This is an optimization exercise on Yosys and OpenROAD, whose aim is small area, not a production implementation. At most, simulation tests tie the RTL to the original design; equivalence was not proved.

P:
==> flow/design.v (excerpt) <==
module arm_pipe_top (
    input clk,
    input rst_n,
    output [6:0] imem_addr,
    input [31:0] imem_rdata,
    output dmem_we,
    output [6:0] dmem_addr,
    output [31:0] dmem_wdata,
    input [31:0] dmem_rdata,
    output [31:0] status,
    input [3:0] reg_addr,
    output [31:0] reg_output
);
clock: 15.0 ns
lec_check: 0
cap_margin: 20
cell_pad_in_sites_detail_placement: 2
cell_pad_in_sites_global_placement: 2
core_margin: 2
core_utilization: 30
place_density: 0.5
slew_margin: 20
standard.sh (not shown) runs the stock make flow with config.mk's settings and CLKGATE_MAP_FILE= SYNTH_SCRIPT=/design/flow/synth_recipe.tcl, a recipe that flattens the netlist after the stock synthesis.
==> flow/flow/run.sh <==
#!/bin/bash
set -euo pipefail
here=$(pwd)
rm -rf "$here/scripts_area"
cp -r "$FLOW_HOME/scripts" "$here/scripts_area"
cp "$here/flow/abc.script" "$here/scripts_area/abc_speed.script"
bash standard.sh SCRIPTS_DIR="$here/scripts_area" finish > "$here/flow_make.log" 2>&1
==> flow/flow/abc.script <==
strash
&get -n
&fraig -x
&put
scorr
dc2
strash
dch -f
dc2
strash
&get -n
&dch -f
&nf
&put
P ran to completion and came out clean on the timing, DRC and antenna checks.
--- input diff P..Q ---
==> flow/run.sh (new file) <==
#!/bin/bash
# synth_recipe.tcl (not shown) runs the flow's synth.tcl, then flattens the netlist and writes it again
# the make line also repeats each setting of config.mk as NAME=value (left out here)
make -C /OpenROAD-flow-scripts/flow DESIGN_CONFIG=/design/flow/config.mk WORK_HOME=/design/flow/orfs CLKGATE_MAP_FILE= SYNTH_SCRIPT=/design/flow/synth_recipe.tcl finish
removed: flow/flow/run.sh
removed: flow/flow/abc.script
removed: flow/standard.sh
[summary]
Both conditions hold for Q: the flow ran to the end and the final layout passed the timing, DRC and antenna checks. For Q, the end point of the critical path was dmem_addr[6], unlike P, where it was fZ$_DFFE_PP_. Q: share of the synthesized area in compound gates (AO/OA/AOI/OAI) 3.2 points below P. Going from P to Q, the synthesized area per cell was found to have gone down by about 5%. Compared with P, Q shows a lower critical path depth. Going from P to Q, maximum achievable frequency shows a reduction of 1.9%, time the final worst path needs with I/O delays and setup has increased, total non-filler cell area in the finished layout went up.


arm_pipe_top, a different RTL version from the one above (not shown whole).
For scale: ~770 flip-flops, ~180 I/O pins, ~44000 um^2 of cells after synthesis.
==> flow/config.mk <==
export PLATFORM = sky130hd
export DESIGN_NAME = arm_pipe_top
export DESIGN_NICKNAME = arm_pipe_top
export VERILOG_FILES = /design/flow/design.v
export SDC_FILE = /design/flow/constraint.sdc
export NUM_CORES = 4
export LEC_CHECK = 0
export CAP_MARGIN = 0
export CELL_PAD_IN_SITES_DETAIL_PLACEMENT = 2
export CELL_PAD_IN_SITES_GLOBAL_PLACEMENT = 2
export CORE_MARGIN = 2
export CORE_UTILIZATION = 30
export CTS_BUF_LIST = sky130_fd_sc_hd__clkbuf_8
export PLACE_DENSITY = 0.5
export SLEW_MARGIN = 0
==> flow/constraint.sdc <==
create_clock -name core_clock -period 15.0 [get_ports {clk}]
set_input_delay 3.0000 -clock core_clock [delete_from_list [all_inputs] [get_ports {clk}]]
set_output_delay 3.0000 -clock core_clock [all_outputs]
set_load 0.01 [all_outputs]
==> flow/flow/run.sh <==
#!/bin/bash
# The standard layout (standard.sh), with three changes to how it is made:
#  - ABC maps the logic with an area-oriented script (flow/abc.script) instead
#    of the delay-oriented one, without buffering or sizing at synthesis;
#    placement and CTS repair still fix slew, capacitance and timing;
#  - port buffers use the smallest buffer cell;
#  - CTS does not insert dummy loads.
set -euo pipefail
here=$(pwd)
rm -rf "$here/scripts_area"
cp -r "$FLOW_HOME/scripts" "$here/scripts_area"
cp "$here/flow/abc.script" "$here/scripts_area/abc_speed.script"
bash standard.sh SCRIPTS_DIR="$here/scripts_area" \
  BUFFER_PORTS_ARGS="-buffer_cell sky130_fd_sc_hd__buf_1" \
  CTS_ARGS="-sink_clustering_enable -repair_clock_nets -dont_use_dummy_load" \
  finish > "$here/flow_make.log" 2>&1
==> flow/flow/abc.script <==
strash
&get -n
&fraig -x
&put
scorr
dc2
strash
dch -f
dc2
strash
&get -n
&dch -f
&nf -R 2000 -a
&put
The baseline finished with capacitance limit, slew limit left.
Change:
- CAP_MARGIN: 0 -> 20
- CTS_BUF_LIST: sky130_fd_sc_hd__clkbuf_8 -> default
- SLEW_MARGIN: 0 -> 20
Outcome: This time the run completed without violations. Via count hardly moves. Utilization stays flat. First-iteration DRC count increases by a few percent. Area after synthesis does not change. Critical path depth stays the same. Global-route usage stays flat. Final area barely changes.
Function was not checked in any run of this note: the RTL went through the layout flow alone.


Another version of the RTL of arm_pipe_top (not shown whole).
Size in the first run: about 4,700 cells after synthesis, about 770 flip-flops, roughly 43,000 um2 of cells after synthesis.
## arm_pipe_top
module arm_pipe_top (
    input clk,
    input rst_n,
    output [6:0] imem_addr,
    input [31:0] imem_rdata,
    output dmem_we,
    output [6:0] dmem_addr,
    output [31:0] dmem_wdata,
    input [31:0] dmem_rdata,
    output [31:0] status,
    input [3:0] reg_addr,
    output [31:0] reg_output
);
clock: 15.0 ns
lec_check: 0
cap_margin: 20
cell_pad_in_sites_detail_placement: 2
cell_pad_in_sites_global_placement: 2
core_margin: 2
core_utilization: 45
place_density: 0.6
slew_margin: 20
==> flow/flow/run.sh <==
#!/bin/bash
# The standard layout (standard.sh), with these changes to how it is made:
#  - ABC maps the logic with an area-oriented script (flow/abc.script) instead
#    of the delay-oriented one, without buffering or sizing at synthesis;
#    placement, CTS and global-route repair still fix slew, capacitance and timing;
#  - port buffers use the smallest buffer cell (every port is still buffered);
#  - CTS clusters more sinks per buffer and inserts no dummy loads.
set -euo pipefail
here=$(pwd)
rm -rf "$here/scripts_area"
cp -r "$FLOW_HOME/scripts" "$here/scripts_area"
cp "$here/flow/abc.script" "$here/scripts_area/abc_speed.script"
bash standard.sh SCRIPTS_DIR="$here/scripts_area" \
  BUFFER_PORTS_ARGS="-buffer_cell sky130_fd_sc_hd__buf_1" \
  CTS_ARGS="-sink_clustering_enable -repair_clock_nets -dont_use_dummy_load -sink_clustering_size 25 -sink_clustering_max_diameter 80" \
  finish > "$here/flow_make.log" 2>&1
==> flow/flow/abc.script <==
strash
&get -n
&fraig -x
&put
scorr
dc2
strash
dch -f
dc2
strash
&get -n
&synch2
&nf -R 2000
&put
strash
&get -n
&synch2
&nf -R 2000
&put
strash
&get -n
&synch2
&nf -R 2000
&put
The baseline never finished: it broke off in 5_1_grt (GRT-0232).
Change:
Settings changed: CORE_UTILIZATION 45 to 30, PLACE_DENSITY 0.6 to 0.5.
Result: Now the flow finished clean; synthesized cell count is unchanged; synthesized area stays the same.
Change:
--- a/flow/flow/run.sh
+++ b/flow/flow/run.sh
@@ -5,5 +5,5 @@
 #    placement, CTS and global-route repair still fix slew, capacitance and timing;
 #  - port buffers use the smallest buffer cell (every port is still buffered);
-#  - CTS clusters more sinks per buffer and inserts no dummy loads.
+#  - CTS uses clkbuf_8 with small sink clusters and inserts no dummy loads.
 set -euo pipefail
 here=$(pwd)
@@ -13,4 +13,4 @@
 bash standard.sh SCRIPTS_DIR="$here/scripts_area" \
   BUFFER_PORTS_ARGS="-buffer_cell sky130_fd_sc_hd__buf_1" \
-  CTS_ARGS="-sink_clustering_enable -repair_clock_nets -dont_use_dummy_load -sink_clustering_size 25 -sink_clustering_max_diameter 80" \
+  CTS_ARGS="-sink_clustering_enable -repair_clock_nets -dont_use_dummy_load -buf_list sky130_fd_sc_hd__clkbuf_8 -sink_clustering_size 16 -sink_clustering_max_diameter 50" \
   finish > "$here/flow_make.log" 2>&1
Settings changed: CORE_UTILIZATION 30 to 33.
Outcome:
- The changed run finished clean
- synthesized area is unchanged
- worst setup slack degrades by 110 ps
- design area fell by 1.0%
- via count grows by 1.6%
- wire length went down by 3.1%
- sequential share of layout area increases by 0.35 points
- global-route usage is higher by 3.3 points

-- static timing again, ports no longer ideal --
In the flow no input, the clock included, has a driving cell. The finished layouts below were timed again as built, in two steps. Step 1: set_driving_cell puts a clkbuf_16 on clk and a buf_2 on each other input, an assumption about the parent block. Step 2 adds t to the input delays and takes it off the output delays; t is the mean of the earliest and latest rising clock arrival at the registers after step 1. Input paths then give back, and output paths get back, about the clock's delay inside the block. Three values: ideal, step 1, step 2; two values: the first two.
| run | t, ns | slack for setup (ns) | worst hold slack (ns) | worst setup path at the end | worst slew at a driven data input, ns |
|---|---|---|---|---|---|
| P | 0.826 | 3.892 / 3.892 / 3.892 | 0.340 / 0.340 / 0.340 | register to register | 0.09 |
| Q | 0.842 | 3.678 / 3.589 / 4.431 | 0.341 / 0.341 / 0.341 | register to output | 0.12 |
| the first run of note 2 | 0.798 | 0.498 / 0.498 / 0.498 | 0.338 / 0.338 / 0.338 | register to register | 0.12 |
| the second run of note 2 | 0.797 | 0.429 / 0.429 / 0.429 | 0.316 / 0.316 / 0.316 | register to register | 0.10 |
| the second run of note 3 | 0.784 | 0.527 / 0.527 / 0.527 | 0.324 / 0.324 / 0.324 | register to register | 0.11 |
| the third run of note 3 | 0.940 | 0.419 / 0.419 / 0.419 | 0.324 / 0.324 / 0.324 | register to register | 0.04 |
